This is an optimization exercise on Yosys and OpenROAD, whose aim is small area and a short achievable clock period, not a production implementation.
In this exercise RTL edits were held to simulation tests only and were not proved equivalent to the original.
No driver is modelled on the clock port, so clocking that relies on it looks cheaper here than on a real chip.
Power is estimated from default activity; no workload was simulated.

==> flow/design.v (outline; a module is shown in full before it is edited, if it fits) <==
// module mips_cpu: 2567 lines
module mips_cpu (
    input  wire        clk,
    input  wire        rst,
    input  wire [31:0] mem_rdata,
    output wire [31:0] mem_addr,
    output wire [31:0] mem_wdata,
    output wire        mem_wr
);
  // ...
==> flow/flow/run.sh <==
#!/bin/bash
# Own layout flow: the standard flow (standard.sh) run in three parts, with
# these changes (the design, the SDC and the clock period are the standard flow's own):
#  - the port buffers that global placement inserts are sky130_fd_sc_hd__buf_4
#    instead of the default cell (a slow clock-delay buffer); every input and
#    output port still gets its own buffer;
#  - clock tree synthesis runs without dummy load cells and with larger sink
#    clusters (fewer clock buffers); the clock port drives only the root buffer;
#  - after placement, the flip-flops that drive output port buffers are given
#    a stronger drive (dfxtp_1 -> dfxtp_4, same cell type) and re-legalized;
#  - after clock tree synthesis, repair_timing is run with a setup margin, so
#    the resizer sizes up the gates of the longest paths.
# Each tool's full output goes to its own log file in this folder.
set -euo pipefail
export BUFFER_PORTS_ARGS="-buffer_cell sky130_fd_sc_hd__buf_4"
export CTS_ARGS="-sink_clustering_enable -repair_clock_nets -dont_use_dummy_load -sink_clustering_size 24 -sink_clustering_max_diameter 80"
R=orfs/results/sky130hd/mips_cpu/base
bash standard.sh place > standard_place.log 2>&1
ODB_IN=$R/3_place.odb ODB_OUT=$R/3_place.odb openroad -exit flow/upsize.tcl > upsize.log 2>&1
bash standard.sh cts > standard_cts.log 2>&1
ODB_IN=$R/4_cts.odb SDC_IN=$R/4_cts.sdc ODB_OUT=$R/4_cts.odb MARGIN=15.7 openroad -exit flow/repair.tcl > repair.log 2>&1
bash standard.sh > standard_finish.log 2>&1
==> flow/flow/repair.tcl <==
# repair_timing with a setup margin on the clock-tree-synthesized design, under
# the design's own SDC; then re-legalize the placement.
read_liberty $::env(FLOW_HOME)/platforms/sky130hd/lib/sky130_fd_sc_hd__tt_025C_1v80.lib
read_db $::env(ODB_IN)
read_sdc $::env(SDC_IN)
set_propagated_clock [all_clocks]
source $::env(FLOW_HOME)/platforms/sky130hd/setRC.tcl
set_dont_use [get_lib_cells {sky130_fd_sc_hd__probe_p_8 sky130_fd_sc_hd__probec_p_8 sky130_fd_sc_hd__lpflow_*}]
estimate_parasitics -placement
report_worst_slack -max
report_design_area
repair_timing -setup -setup_margin $::env(MARGIN) -repair_tns 100 -verbose
detailed_placement
check_placement
estimate_parasitics -placement
report_worst_slack -max
report_worst_slack -min
report_design_area
write_db $::env(ODB_OUT)
==> flow/flow/upsize.tcl <==
# Upsize the flip-flops that drive the output ports' buffers (drive strength
# only; the cell type stays the same), then re-legalize the placement.
read_db $::env(ODB_IN)
set db [ord::get_db]
set block [ord::get_db_block]
set n 0
foreach bterm [$block getBTerms] {
  if {[$bterm getIoType] != "OUTPUT"} { continue }
  set net [$bterm getNet]
  set buf ""
  foreach it [$net getITerms] { if {[$it isOutputSignal]} { set buf [$it getInst] } }
  if {$buf == ""} { continue }
  set n2 ""
  foreach it [$buf getITerms] { if {[$it isInputSignal] && [$it getNet] != "NULL"} { set n2 [$it getNet] } }
  if {$n2 == ""} { continue }
  foreach it [$n2 getITerms] {
    if {[$it isOutputSignal]} {
      set ff [$it getInst]
      set m [[$ff getMaster] getName]
      if {[regexp {^(sky130_fd_sc_hd__dfxtp)_1$} $m -> base]} {
        $ff swapMaster [$db findMaster ${base}_4]
        incr n
      }
    }
  }
}
puts "upsized $n output flip-flops"
detailed_placement
check_placement
write_db $::env(ODB_OUT)
==> flow/standard.sh <==
#!/bin/bash
# synth_recipe.tcl (not shown) runs the flow's synth.tcl, then flattens the netlist and writes it again
# the make line also repeats each setting of config.mk as NAME=value (left out here)
make -C /OpenROAD-flow-scripts/flow DESIGN_CONFIG=/design/flow/config.mk WORK_HOME=/design/flow/orfs CLKGATE_MAP_FILE= SYNTH_SCRIPT=/design/flow/synth_recipe.tcl "${@:-finish}"
==> flow/config.mk <==
export PLATFORM = sky130hd
export DESIGN_NAME = mips_cpu
export DESIGN_NICKNAME = mips_cpu
export VERILOG_FILES = /design/flow/design.v
export SDC_FILE = /design/flow/constraint.sdc
export NUM_CORES = 4
export LEC_CHECK = 0
export ABC_AREA = 0
export CAP_MARGIN = 20
export CORE_MARGIN = 2
export CORE_UTILIZATION = 55
export SLEW_MARGIN = 20
==> flow/constraint.sdc <==
create_clock -name core_clock -period 21.0 [get_ports {clk}]
set_input_delay 4.2000 -clock core_clock [delete_from_list [all_inputs] [get_ports {clk}]]
set_output_delay 4.2000 -clock core_clock [all_outputs]
set_load 0.01 [all_outputs]
==> results.txt, run 1 <==
Run status:
- The run finished with no timing, DRC or antenna violations.

CTS:
- The number of H-tree levels is 3.

Layout:
- The layout cell share with drive strength beyond 1 is 14.0%.
- The number of multi-input logic gates is 3225.
- Registers represent a cell area share of 57.5%.
- Counting the inverters off the clock network in the layout gives 74.
- Clock tree buffers and inverters occupy 2.82% of the routed design's cell area.
- Once layout is done, the placed cells without fillers occupy 69300 µm².
- Buffers outside the clock tree occupy 3.16% of the routed design's cell area.
- The area growth from synthesis to layout is 8.50%.

Routing:
- The detailed router put a total of 94900 µm of wire on met1.
- The post-route DRC violation count is 0.
- The met3 wirelength from detailed routing is 38400 µm.
- The routed wire length per instance is 40.8 µm.

Setup path:
- The start-to-end type of the worst setup path is register to register.
- The worst register-to-register path ends at pcwe.
- Together, buffers and inverters on the worst path number 1.

Global route:
- The global-route met2 utilization is 66.0%.
- The routing layer with the top usage in global route is met2.
- The maximum number of pins on one net before global-route repair is 94.
- The number of global-route vias before repair is 46300.
- For this run, global-route usage on met1 was measured as 58.9%.

Power and ir drop:
- Cell internal power was estimated by the tool at 5.12 mW.
- In this run the static leakage power is 23.5 nW.
- Sequential cells consume a total of 3.77 mW.
- IR analysis of the VDD net gives a maximum drop of 0.0885 mV.
- Of all power groups, the one with the highest power is registers.
- The power density over the cells is 117 nW/µm².

Floorplan:
- The initial core utilization is 55.2%.

Placed design:
- The number of placed instances, taps included is 6478.
- At the end of routability-driven placement, the weighted congestion stood at 1.06.

Yosys:
- The multiplexer area fraction after synthesis is 3.60%.

Hold path:
- The kind of path behind the tightest hold check is register to register.
==> run 2: changes to the inputs <==
--- a/flow/design.v
+++ b/flow/design.v
@@ -37,25 +37,25 @@
 reg  [31:0] rf [0:31];
 wire [5:0]  opcode = ir[31:26];
 wire [5:0]  funct  = ir[5:0];
 wire [4:0]  rs = ir[25:21], rt = ir[20:16], rd = ir[15:11], shamt = ir[10:6];
 wire [31:0] se16 = {{16{ir[15]}}, ir[15:0]};
 wire [31:0] sl2  = {se16[29:0], 2'b00};
 wire        cnt_nz = (cnt != 6'd0);
 reg x_pc, x_a, x_mdr, x_hi, x_rem;
-reg y_b, y_4, y_se, y_sl2, y_a, y_lo, y_hi;
+reg y_b, y_4, y_se, y_sl2, y_a, y_lo, y_hi, y_lui;
 reg sub_r, r_and, r_pass, r_lt, r_sh, r_ld;
 reg m_load, m_step, d_step, d_fixlo, d_fixhi, d_upd0;
 wire [31:0] rem_sh = {hi[30:0], lo[31]};
 wire [31:0] x = ({32{x_pc}} & pc) | ({32{x_a}} & ra) | ({32{x_mdr}} & mdr) |
                 ({32{x_hi}} & hi) | ({32{x_rem}} & rem_sh);
 wire [31:0] y = ({32{y_b}} & rb) | ({32{y_4}} & 32'd4) | ({32{y_se}} & se16) |
                 ({32{y_sl2}} & sl2) | ({32{y_a}} & ra) | ({32{y_lo}} & lo) |
-                ({32{y_hi}} & hi);
+                ({32{y_hi}} & hi) | ({32{y_lui}} & {ir[15:0], 16'd0});
 wire        sub  = sub_r;
 wire [31:0] yy   = y ^ {32{sub}};
 wire [33:0] sum1 = {1'b0, x, 1'b1} + {1'b0, yy, sub};
 wire [31:0] sum  = sum1[32:1];
 wire        cout = sum1[33];
 wire        f_ovf = (x[31] == yy[31]) && (sum[31] != x[31]);
 wire        f_lt  = sum[31] ^ f_ovf;
 wire        f_eq  = (x == y);
@@ -168,16 +168,17 @@
       xsel_d = XS_A;
       ysel_d = YS_SE;
       aop_d = OP_ADD;
       rfwe_d = 0;
       rfwa_d = WA_RT;
       ls_d = 0;
       am_d = AM_PC;
       if (opcode == 6'd0 && (funct == 6'b000101 || funct == 6'b010000 || funct == 6'b010010)) aluoutwe_d = 1'b1;  
+      if ((opcode == 6'd0 && (funct == 6'b000000 || funct == 6'b000010 || funct == 6'b000011 || funct == 6'b000100 || funct == 6'b000111)) || opcode == 6'b001111) aluoutwe_d = 1'b1;  
     end
     7'd7: begin  
       casez ({opcode, funct})
         {6'd0, 6'd32}: begin  
           st_d = 7'd8;
           memwr_d = 0;
           ss_d = 0;
           pcwe_d = 0;
@@ -1267,20 +1268,20 @@
       am_d = AM_PC;
     end
     7'd41: begin  
       st_d = 7'd42;
       memwr_d = 0;
       ss_d = 0;
       pcwe_d = 0;
       pcsrc_d = PS_ALU;
-      aluoutwe_d = 1;
+      aluoutwe_d = 0;
       xsel_d = XS_A;
       ysel_d = YS_SE;
-      aop_d = OP_SH;
+      aop_d = OP_ADD;
       rfwe_d = 0;
       rfwa_d = WA_RT;
       ls_d = 0;
       am_d = AM_PC;
     end
     7'd42: begin  
       st_d = 7'd0;
       memwr_d = 0;
@@ -2453,31 +2454,29 @@
         AM_E253:   addr_d = 32'd253;
         AM_E254:   addr_d = 32'd254;
         default:   addr_d = 32'd255;
     endcase
     if (reset) addr_d = 32'd0;
 end
 always @(posedge clk) addr_q <= addr_d;
 assign mem_addr = addr_q;
-wire [31:0] sh_in  = funct[2] ? ra : rb;
 wire [4:0]  sh_amt = funct[2] ? rb[4:0] : shamt;
 wire        sh_left = !funct[1];
-wire        sh_fill = funct[0] && sh_in[31];
+wire        sh_fill = funct[0] && aluout[31];
 reg  [31:0] sh_r;
 integer j;
 always @(*) begin
-    for (j = 0; j < 32; j = j + 1) sh_r[j] = sh_left ? sh_in[31-j] : sh_in[j];
+    for (j = 0; j < 32; j = j + 1) sh_r[j] = sh_left ? aluout[31-j] : aluout[j];
     if (sh_amt[4]) sh_r = {{16{sh_fill}}, sh_r[31:16]};
     if (sh_amt[3]) sh_r = {{8{sh_fill}},  sh_r[31:8]};
     if (sh_amt[2]) sh_r = {{4{sh_fill}},  sh_r[31:4]};
     if (sh_amt[1]) sh_r = {{2{sh_fill}},  sh_r[31:2]};
     if (sh_amt[0]) sh_r = {sh_fill,       sh_r[31:1]};
     for (j = 0; j < 32; j = j + 1) sh_out[j] = sh_left ? sh_r[31-j] : sh_r[j];
-    if (opcode != 6'd0) sh_out = {ir[15:0], 16'd0};
 end
 reg [4:0]  wa;
 always @(*) begin
     case (rfwa)
         WA_RT:   wa = rt;
         WA_RD:   wa = rd;
         WA_31:   wa = 5'd31;
         default: wa = rs;
@@ -2487,17 +2486,18 @@
 integer i;
 always @(posedge clk) begin
     for (i = 0; i < 32; i = i + 1)
         if (reset || (rfwe && wa == i))
             rf[i] <= reset ? 32'd0 : wd;
 end
 wire is_div  = (opcode == 6'd0) && (funct == 6'b011010);
 wire b_zero  = (rb == 32'd0);
-wire d_load  = (st == S_INSTR) && is_div && !div0 && !b_zero;
+reg  d_load;
+always @(posedge clk) d_load <= !reset && st == S_DECODE2 && is_div && !div0 && (rdata != 32'd0);
 reg  div_go;
 wire div_go_d = reset ? 1'b0 : d_load ? 1'b1 : (st == S_DIV3) ? 1'b0 : div_go;
 wire n_mload = run && st_d == S_MULT2 && cnt_d == 6'd32;
 wire n_mstep = run && st_d == S_MULT2 && cnt_d != 6'd32;
 wire n_dstep = run && st_d == S_DIV2 && cnt_d != 6'd0 && div_go_d;
 wire n_fixlo = run && st_d == S_DIV2 && cnt_d == 6'd0 && div_go_d;
 wire n_fixhi = run && st_d == S_DIV3;
 wire n_nega  = st == S_DECODE2 && is_div;       
@@ -2506,37 +2506,41 @@
 wire nb_q    = m_step ? lo[0] : 1'b0;
 wire n_badd  = n_mstep && (nb_lo0 ^ nb_q);
 wire n_bsub  = n_mstep && nb_lo0 && !nb_q;
 wire n_iadd  = st == S_DECODE2 && opcode == 6'd0 && funct == 6'b100000;
 wire n_isub  = st == S_DECODE2 && opcode == 6'd0 && funct == 6'b100010;
 wire n_ixchg = st == S_DECODE2 && opcode == 6'd0 && funct == 6'b000101;
 wire n_imfhi = st == S_DECODE2 && opcode == 6'd0 && funct == 6'b010000;
 wire n_imflo = st == S_DECODE2 && opcode == 6'd0 && funct == 6'b010010;
-wire n_ipass = n_ixchg || n_imfhi || n_imflo;
+wire n_ishb  = st == S_DECODE2 && opcode == 6'd0 && (funct == 6'b000000 || funct == 6'b000010 || funct == 6'b000011);
+wire n_isha  = st == S_DECODE2 && opcode == 6'd0 && (funct == 6'b000100 || funct == 6'b000111);
+wire n_ilui  = st == S_DECODE2 && opcode == 6'b001111;
+wire n_ipass = n_ixchg || n_imfhi || n_imflo || n_ishb || n_isha || n_ilui;
 always @(posedge clk) begin
     div_go  <= div_go_d;
     m_load  <= n_mload;
     m_step  <= n_mstep;
     d_step  <= n_dstep;
     d_fixlo <= n_fixlo;
     d_fixhi <= n_fixhi;
     d_upd0  <= run && st_d == S_DIV2 && cnt_d == 6'd32;
     x_pc  <= !n_md && xsel_d == XS_PC;
-    x_a   <= !n_md && xsel_d == XS_A;
+    x_a   <= (!n_md && xsel_d == XS_A) || n_isha;
     x_mdr <= !n_md && xsel_d == XS_MDR;
     x_hi  <= n_mstep || n_imfhi;
     x_rem <= n_dstep;
-    y_b   <= (!n_md && ysel_d == YS_B) || n_dstep || n_iadd || n_isub || n_ixchg;
+    y_b   <= (!n_md && ysel_d == YS_B) || n_dstep || n_iadd || n_isub || n_ixchg || n_ishb;
     y_4   <= !n_md && ysel_d == YS_4;
     y_se  <= !n_md && ysel_d == YS_SE && !n_iadd && !n_isub;
     y_sl2 <= !n_md && ysel_d == YS_SL2;
     y_a   <= n_nega || n_badd;
     y_lo  <= n_fixlo || n_imflo;
     y_hi  <= n_fixhi;
+    y_lui <= n_ilui;
     sub_r <= n_dstep ? !rb[31] : (n_nega || n_fixlo || n_fixhi || n_bsub || n_isub) ? 1'b1 :
              (!n_md && (aop_d == OP_SUB || aop_d == OP_LT));
     r_and  <= !n_md && aop_d == OP_AND;
     r_pass <= !n_md && aop_d == OP_PASS;
     r_lt   <= !n_md && aop_d == OP_LT;
     r_sh   <= !n_md && aop_d == OP_SH;
     r_ld   <= !n_md && aop_d == OP_LD;
 end
--- a/flow/flow/run.sh
+++ b/flow/flow/run.sh
@@ -13,10 +13,10 @@
 # Each tool's full output goes to its own log file in this folder.
 set -euo pipefail
 export BUFFER_PORTS_ARGS="-buffer_cell sky130_fd_sc_hd__buf_4"
 export CTS_ARGS="-sink_clustering_enable -repair_clock_nets -dont_use_dummy_load -sink_clustering_size 24 -sink_clustering_max_diameter 80"
 R=orfs/results/sky130hd/mips_cpu/base
 bash standard.sh place > standard_place.log 2>&1
 ODB_IN=$R/3_place.odb ODB_OUT=$R/3_place.odb openroad -exit flow/upsize.tcl > upsize.log 2>&1
 bash standard.sh cts > standard_cts.log 2>&1
-ODB_IN=$R/4_cts.odb SDC_IN=$R/4_cts.sdc ODB_OUT=$R/4_cts.odb MARGIN=15.7 openroad -exit flow/repair.tcl > repair.log 2>&1
+ODB_IN=$R/4_cts.odb SDC_IN=$R/4_cts.sdc ODB_OUT=$R/4_cts.odb MARGIN=16.0 openroad -exit flow/repair.tcl > repair.log 2>&1
 bash standard.sh > standard_finish.log 2>&1
==> run 2 against run 1 <==
  * Design area increased by 0.14%
  * Non-clock buffer count increased by 6
  * Worst hold slack got worse by 0.0025 ns
  * Global-route usage decreased by 0.92 points
  * Clock-buffer cell count decreased by 3
  * Register-to-register slack improved by 0.23 ns
  * Routed wire length decreased by 1.0%
  * Utilization about the same
  * Setup slack got worse by 0.053 ns
  * Total power decreased by 8.6%
  * Critical path depth decreased by 14
  * Combinational power decreased by 17%
  * Largest power group unchanged
==> results.txt, run 2 <==
Setup path:
- Among cell families on the critical path, the largest total delay comes from flip-flops.
- The maximum fanout along the worst path is 1.
- The required arrival time at the worst endpoint is 16.80 ns.
- Measured in cells, the most critical reg-to-reg path has a length of 11.
- The start point of the critical path is addr_q[20].
- The data arrival time of the worst path is 1.29 ns.
- The kind of start point of the critical path is a register.
- The largest single stage delay on the critical path is 0.44 ns.
- The signal on the critical path passes through buf_6.
- The capture instance of the worst register-to-register path is aluout[31].
- In this run the critical register-to-register path is launched from ir[1].
- The worst setup path is of the register to output pin kind.
- The total buffers and inverters traversed by the critical path is 1 (unchanged).
- The worst register-to-register path has a setup slack of 15.80 ns.
- The critical path endpoint category is an output pin.
- The highest-delay cell along the critical path is sky130_fd_sc_hd__dfxtp_4.
- The number of gates on the worst path with buffers counted is 1.
- Following the worst setup path forward leads to its endpoint at mem_addr[20].

Power and ir drop:
- The maximum ir drop on the vdd rail is 0.0892 mV (+0.81%).
- The power density over the cells is 107 nW/µm² (-8.7%).
- The leakage power summed over all cells is 24.7 nW (+4.7%).

Yosys:
- Of the total synthesized cell area, the portion taken by AND, OR, NAND and NOR gates is 10.2%.
- The synthesized instance count is 5258.
- The prevailing post-synth register cell is sky130_fd_sc_hd__edfxtp_1.
- The share of synthesized area in the top cell type comes to 54.1%.
- The flop and latch count out of synthesis is 1401.
- The post-synthesis share of cell area spent on xor and xnor gates is 1.06%.
- The net count of the mapped netlist is 5357.
- Summing the areas of all fa, ha and maj instances in the mapped netlist gives 1.27% of the synthesized area.
- The synthesized-area fraction occupied by ao, oa, aoi and oai cells is 18.5%.
- After synthesis, the cell types taking the most area are sky130_fd_sc_hd__edfxtp_1, sky130_fd_sc_hd__dfxtp_1, sky130_fd_sc_hd__a22oi_1.
- By area, the combinational part of the netlist is dominated by compound AO/OA/AOI/OAI gates.
- The library cell with the largest summed area after synthesis is sky130_fd_sc_hd__edfxtp_1.
- The cell area that synthesis handed to floorplanning was 64200 µm².
- The synthesized netlist contains 108 unique library cells.
- The Yosys step of the flow raised 2 warnings.
- Counting instances in the post-synthesis netlist gives the leading cell types as sky130_fd_sc_hd__edfxtp_1, sky130_fd_sc_hd__a22oi_1, sky130_fd_sc_hd__nand2_1, sky130_fd_sc_hd__nor2_1, sky130_fd_sc_hd__clkbuf_1.
- In the post-synthesis netlist, the cell with the most instances is sky130_fd_sc_hd__edfxtp_1.
- The mean instance size in the synthesized netlist is 12.2 µm².
- The multiplexer area fraction after synthesis came to 4.27% (+0.66 points).
- The share of the yosys chip area belonging to registers is 61.8%.
- The count of flip-flops with a built-in enable after synthesis is 1157.
- For this run, asynchronously set or reset flops after synthesis account for 0%.

Routing:
- Summed over all layers, the routed wires come to 265000 µm.
- The post-detailed-route count of antenna-violating nets is 0.
- The routed wire length per instance came to 39.5 µm (-3.3%).
- The vias per cell is 7.62.
- The number of detailed-route iterations in the first pass is 11.
- The violation count after the first detailed-routing iteration is 9992.
- The post-route DRC violation count came to 0 (unchanged).
- The overall via count from detail_route is 51200.

STA:
- The final-layout worst hold slack is 0.512 ns.
- The number of slew-limit violations in the final report is 0.
- The final total negative setup slack is 0 ns.
- In this run the tightest slew margin relative to its limit is 21.4%.
- At the pin with the least slew margin, the transition time is 1.17 ns.
- The number of endpoints failing setup at the final stage is 0.
- The worst setup skew after layout is 0.0994 ns.
- Based on the critical path, the design can be clocked at up to 182 MHz.
- The final critical path time including I/O delays and setup is 5.49 ns.
- Setup repair after global routing left no endpoint under its margin.
- In the finished design, the share of the clock period the worst path needs comes to 26.1%.
- In the post-route analysis, the smallest setup slack over all paths is 15.51 ns.
- The number of hold violations in the final report is 0.

Floorplan:
- For this design the top-level I/O count stands at 99.
- The initialized floorplan defines 125 standard-cell rows.
- The die is 346 µm tall.
- The initial core utilization is 55.4% (+0.18 points).
- The die area is 119000 µm².
- The core area is 116000 µm².
- The die boundary width is 346 µm.

Global route:
- Global routing consumed, on the met3 layer, 11.4% of the routing resources.
- The routing layer with the top usage in global route is met2.
- The global-route track usage on met1 is 56.5% (-2.4 points).
- The initial antenna violation count is 16.
- The overall track demand over capacity in global routing is 43.4%.
- The global-route met2 utilization is 66.2% (+0.23 points).
- The first-pass GRT wire length is 367000 µm.
- The total grt overflow is 0.
- The maximum number of pins on one net before global-route repair is 71 (-24%).
- The number of global-route vias before repair is 47100 (+1.9%).

Run status:
- The flow ran to the end and the layout has no timing, DRC or antenna violations.

Placed design:
- The weighted congestion at the end of routability-driven global placement was 1.05 (-1.1%).
- The detailed placer's ending HPWL is 165000 µm.
- The count of buffers added on input and output ports is 98.
- Timing analysis after detailed placement gives a worst setup slack of 15.38 ns.

CTS:
- The clock root buffer is sky130_fd_sc_hd__clkbuf_16.
- After clock tree synthesis, the setup repair step added 0 buffers.
- The number of H-tree levels came to 3 (unchanged).
- The hold-fix buffer count after cts is 0.
- The buffer levels on the longest clock path is 3.
- The number of buffers created by CTS is 75.
- The CTS sink count is 1401.
- TritonCTS built the clock tree.
- The clock reaches the later pin of the worst-skew pair after 0.73 ns.
- The number of instances resized during post-cts repair is 0.
- After clock tree synthesis, the clock-pin slew on the worst setup and hold paths is 0.09 ns.

Layout:
- In the final design database the tool counted 5290 nets.
- The layout cell share with drive strength beyond 1 is 13.5% (-0.47 points).
- The flip-flop count of the largest register, all copies and words added is 1024.
- The combined area of the multi-input logic cells is 23300 µm².
- The library cell used most frequently in the layout, excluding fill and tap cells, is sky130_fd_sc_hd__edfxtp_1.
- After filler insertion, the fill cell instance count of the layout stands at 9227.
- The area added between synthesis and finish is 8.16%.
- In the layout the commonest cells are sky130_fd_sc_hd__edfxtp_1, sky130_fd_sc_hd__a22oi_1, sky130_fd_sc_hd__nand2_1, sky130_fd_sc_hd__nor2_1.
- The flip-flop and latch area is 39900 µm².
- The register with the highest flop count is rf.

Hold path:
- The kind of path behind the tightest hold check is register to register.

Run:
- The number of maximum-capacitance constraint violations is 0.
## run 2: cell count changes after synthesis, sizes merged, moves of 50 or more
cell,change
a21oi,-74
nand2,+116
mux2i,+59
a22o,-151
a22oi,+222
a221oi,-117
clkbuf,+50
## run 2: worst min path at each step
| stage | start | end | slack, ns | cells past startpoint |
|---|---|---|---|---|
| after floorplan | rb[6] | wd_q[6] | 0.38 | 0 |
| after CTS | pc[14] | pc[14] | 0.51 | 2 |
| after detailed placement | pc[7] | pc[7] | 0.49 | 2 |
| after global routing | pc[7] | pc[7] | 0.52 | 2 |
| after global placement | lo[4] | lo[4] | 0.48 | 2 |
| final | pc[7] | pc[7] | 0.51 | 2 |
## run 2: layer usage
metal,vias to the layer above,routed length (µm)
li1,20600,-
met1,25200,92700
met2,4383,117000
met3,1072,36900
met4,20,18800
met5,-,124
## run 2: power breakdown
group          internal [mW]  switching, mW  total [mW]
combinational          0.781           1.54        2.32
sequential              3.39          0.190        3.58
clock                  0.638          0.869        1.51
## run 2: cell type report
class	instances	area share [%]
clock buffer	75	2.70
tap	1524	2.75
timing repair buffer	265	3.22
multi-input combinational	3401	33.6
antenna	8	0.0288
sequential	1401	57.5
inverter	47	0.256
## run 2: cell families (layout without fill, tap and decap cells)
family,count (synthesis),in the layout
XOR/XNOR,78,78
adder cells (fa/ha/maj),65,65
flip-flops,1401,1401
AO/OA/AOI/OAI,1640,1640
buffers and inverters,456,387
AND/OR/NAND/NOR,1370,1370
other,0,8
multiplexers,248,248
## run 2: metrics by stage
step                      util [%]  power, mW  cell area [µm²]  instances
after floorplan                  -       4.96            64200       5258
after global placement        57.7       5.81            66900       6636
after detailed placement      57.7       5.82            66900       6636
after CTS                     59.5       7.28            69000       6711
after global routing          59.9       7.62            69400       6714
final                         59.9       7.41            69400       6721

port drivers added, routing unchanged:
How much do the figures lean on ideal ports? The routed layouts below were timed once more, with nothing changed but the port constraints. Step 1, drivers: a clkbuf_16 drives clk and a buf_2 each remaining input, both assumed. Step 2, shift: input delay + t, output delay - t, t = (earliest + latest rising clock arrival at the registers) / 2. This alone moves slack from input paths to output paths. Slacks: no drivers / after step 1 / after step 2; pairs: no drivers / after step 1.
| run | t (ns) | setup WS [ns] | worst hold slack (ns) | latest minus earliest clock arrival (ns) |
|---|---|---|---|---|
| run 1 | 0.728 | 15.567 / 15.534 / 15.427 | 0.514 / 0.514 / 0.514 | 0.103 / 0.103 |
| run 2 | 0.766 | 15.513 / 15.430 / 15.727 | 0.512 / 0.512 / 0.512 | 0.100 / 0.100 |
After both steps every run listed still meets setup and hold. The setup slack of run 1, which loses most, moves by -0.033 ns with the drivers and by -0.140 ns with both steps.
